Source: an optimization exercise on an open RTL-to-GDS flow (aim: small area). Production flows keep margins and buffers that such runs may drop. Function was checked by simulation only, so behaviour that the tests miss may differ from the original. The flow treats the clock pin as an ideal source, which a real chip does not have. Power figures rest on the tool's default switching activity, not on a simulated workload.

==> module time_fsm, before the edit <==
module time_fsm(
    input clk,
    input rst,
    input en,
    input reset,
    input [3:0] d0,
    input [3:0] d1,
    input [3:0] d2,
    input [3:0] d3,
    output dp,
    output [3:0] an,
    output [6:0] sseg
    );
    reg [1:0] state;
    assign an = ~(4'b0001 << state);
    assign dp = ~(state == 2'b10);
    wire [3:0] x = (d0 | {4{an[0]}}) & (d1 | {4{an[1]}}) & (d2 | {4{an[2]}}) & (d3 | {4{an[3]}});
    hexto7segment dec (.x(x), .r(sseg));
    always @(posedge clk) begin
        if (rst || reset)
            state <= 2'b00;
        else if (en)
            state <= state + 2'b01;
    end
endmodule
Settings: LEC_CHECK=0, ABC_AREA=1, CAP_MARGIN=20, CORE_MARGIN=2, CORE_UTILIZATION=40, SLEW_MARGIN=20; clock period 10.0 ns.
standard.sh (not shown) runs the stock make flow with config.mk's settings and CLKGATE_MAP_FILE= SYNTH_SCRIPT=/design/flow/synth_recipe.tcl, a recipe that flattens the netlist after the stock synthesis.
==> flow/flow/run.sh <==
#!/bin/bash
# Own layout flow: the standard synthesis, then an area re-mapping of the
# logic between the (unchanged) flip-flops, then the standard layout steps
# with smaller port buffers and a small clock tree.
set -euo pipefail
W=$(pwd)
F=$W/flow
R=$W/orfs/results/${FLOW_PLATFORM}/time_multiplex_main/base

# 1. standard synthesis, unchanged
bash standard.sh synth > $W/1_synth_std.log 2>&1
cp $R/1_2_yosys.v $W/1_2_yosys_std.v

# 2. re-map the combinational logic for area (flip-flops untouched), with a
# few ABC scripts side by side; keep the smallest result
export RESYNTH_IN=$W/1_2_yosys_std.v
export RESYNTH_DONT_USE="$(grep -oE 'sky130_fd_sc_hd__(probe\w*|lpflow\w*)' $FLOW_HOME/platforms/sky130hd/config.mk | sort -u | tr '\n' ' ')"
i=0
for s in $F/area*.abc; do
  n=$(basename $s .abc)
  RESYNTH_OUT=$W/1_2_yosys_$n.v RESYNTH_ABC=$s RESYNTH_STAT=$W/resynth_$n.txt \
    yosys -c $F/resynth.tcl > $W/1_resynth_$n.log 2>&1 &
  i=$((i + 1))
  if (( i % ${NUM_CORES:-4} == 0 )); then wait; fi
done
wait
best=""; best_area=""
for s in $F/area*.abc; do
  n=$(basename $s .abc)
  a=$(awk '/Chip area/ {print $NF}' $W/resynth_$n.txt 2>/dev/null || true)
  [[ -n "$a" && -f $W/1_2_yosys_$n.v ]] || continue
  if [[ -z "$best" ]] || awk "BEGIN {exit !($a < $best_area)}"; then best=$n; best_area=$a; fi
done
echo "resynth: using $best ($best_area um2)" > $W/resynth_choice.txt
RESYNTH_OUT=$W/1_2_yosys_$best.v
# the flip-flops must be exactly the standard synthesis's
diff <(grep -oE 'sky130_fd_sc_hd__df\w+ +\S+' $RESYNTH_IN | sort) \
     <(grep -oE 'sky130_fd_sc_hd__df\w+ +\S+' $RESYNTH_OUT | sort) > $W/ff_diff.txt
cp $RESYNTH_OUT $R/1_2_yosys.v
touch $R/1_2_yosys.v

# 3. the standard layout from the new netlist
export BUFFER_PORTS_ARGS="-buffer_cell sky130_fd_sc_hd__buf_1"
# clock tree: a root buffer and a few leaf buffers, each leaf driving the
# clock pins of one group of nearby registers (flow/clock_tree.tcl)
export PRE_CTS_TCL=$F/clock_tree.tcl
export OWN_CLK_ROOT=${OWN_CLK_ROOT:-sky130_fd_sc_hd__clkbuf_2}
export OWN_CLK_LEAF=${OWN_CLK_LEAF:-sky130_fd_sc_hd__clkbuf_8}
export OWN_CLK_LEAVES=${OWN_CLK_LEAVES:-3}
export CTS_ARGS="-clk_nets clk -buf_list sky130_fd_sc_hd__clkbuf_8 -dont_use_dummy_load"
bash standard.sh > $W/2_layout.log 2>&1
Other scripts of this flow, unchanged in this note and not shown: flow/flow/area1.abc, flow/flow/area2.abc, flow/flow/area3.abc, flow/flow/area4.abc, flow/flow/area5.abc, flow/flow/area6.abc, flow/flow/area7.abc, flow/flow/area8.abc, flow/flow/clock_tree.tcl, flow/flow/resynth.tcl
Then changed:
--- a/flow/design.v
+++ b/flow/design.v
@@ -117,8 +117,15 @@
     );
     reg [1:0] state;
+    reg [3:0] x;
+    always @(*)
+        case (state)
+            2'b00: x = d0;
+            2'b01: x = d1;
+            2'b10: x = d2;
+            default: x = d3;
+        endcase
+    hexto7segment dec (.x(x), .r(sseg));
     assign an = ~(4'b0001 << state);
     assign dp = ~(state == 2'b10);
-    wire [3:0] x = (d0 | {4{an[0]}}) & (d1 | {4{an[1]}}) & (d2 | {4{an[2]}}) & (d3 | {4{an[3]}});
-    hexto7segment dec (.x(x), .r(sseg));
     always @(posedge clk) begin
         if (rst || reset)
Outcome:
- power went up by 0.61%
- global-route usage went up by 0.63 points
- first-iteration DRC count increases by 9.7%
- via count went up by 6.8%
- combinational power barely changes
- setup slack gets worse by 0.10 ns

port drivers added, routing unchanged:
How much do the figures lean on ideal ports? The routed layouts below were timed once more, with nothing changed but the port constraints.
Step 1 assumes that a clkbuf_16 drives the clock port and a buf_2 every other input.
Step 2 times the ports against the registers' clock, not the clock port: input delays grow and output delays shrink by t, the midpoint of the rising clock arrivals with the driver on.
Slacks: ideal / step 1 / step 2; pairs: ideal / step 1.
run | t (ns) | setup WS [ns] | worst setup path after step 2 | worst register clock-pin slew, ns | cell pins on the clock port's net
the first run | 0.355 | 5.080 / 5.057 / 4.834 | input to register | 0.10 / 0.10 | 1
the second run | 0.368 | 4.978 / 4.976 / 4.608 | input to register | 0.11 / 0.11 | 1
After both steps setup and hold are still met in every run listed. For the second run, which loses most, drivers alone change the setup slack by -0.002 ns; drivers and shift together by -0.370 ns.
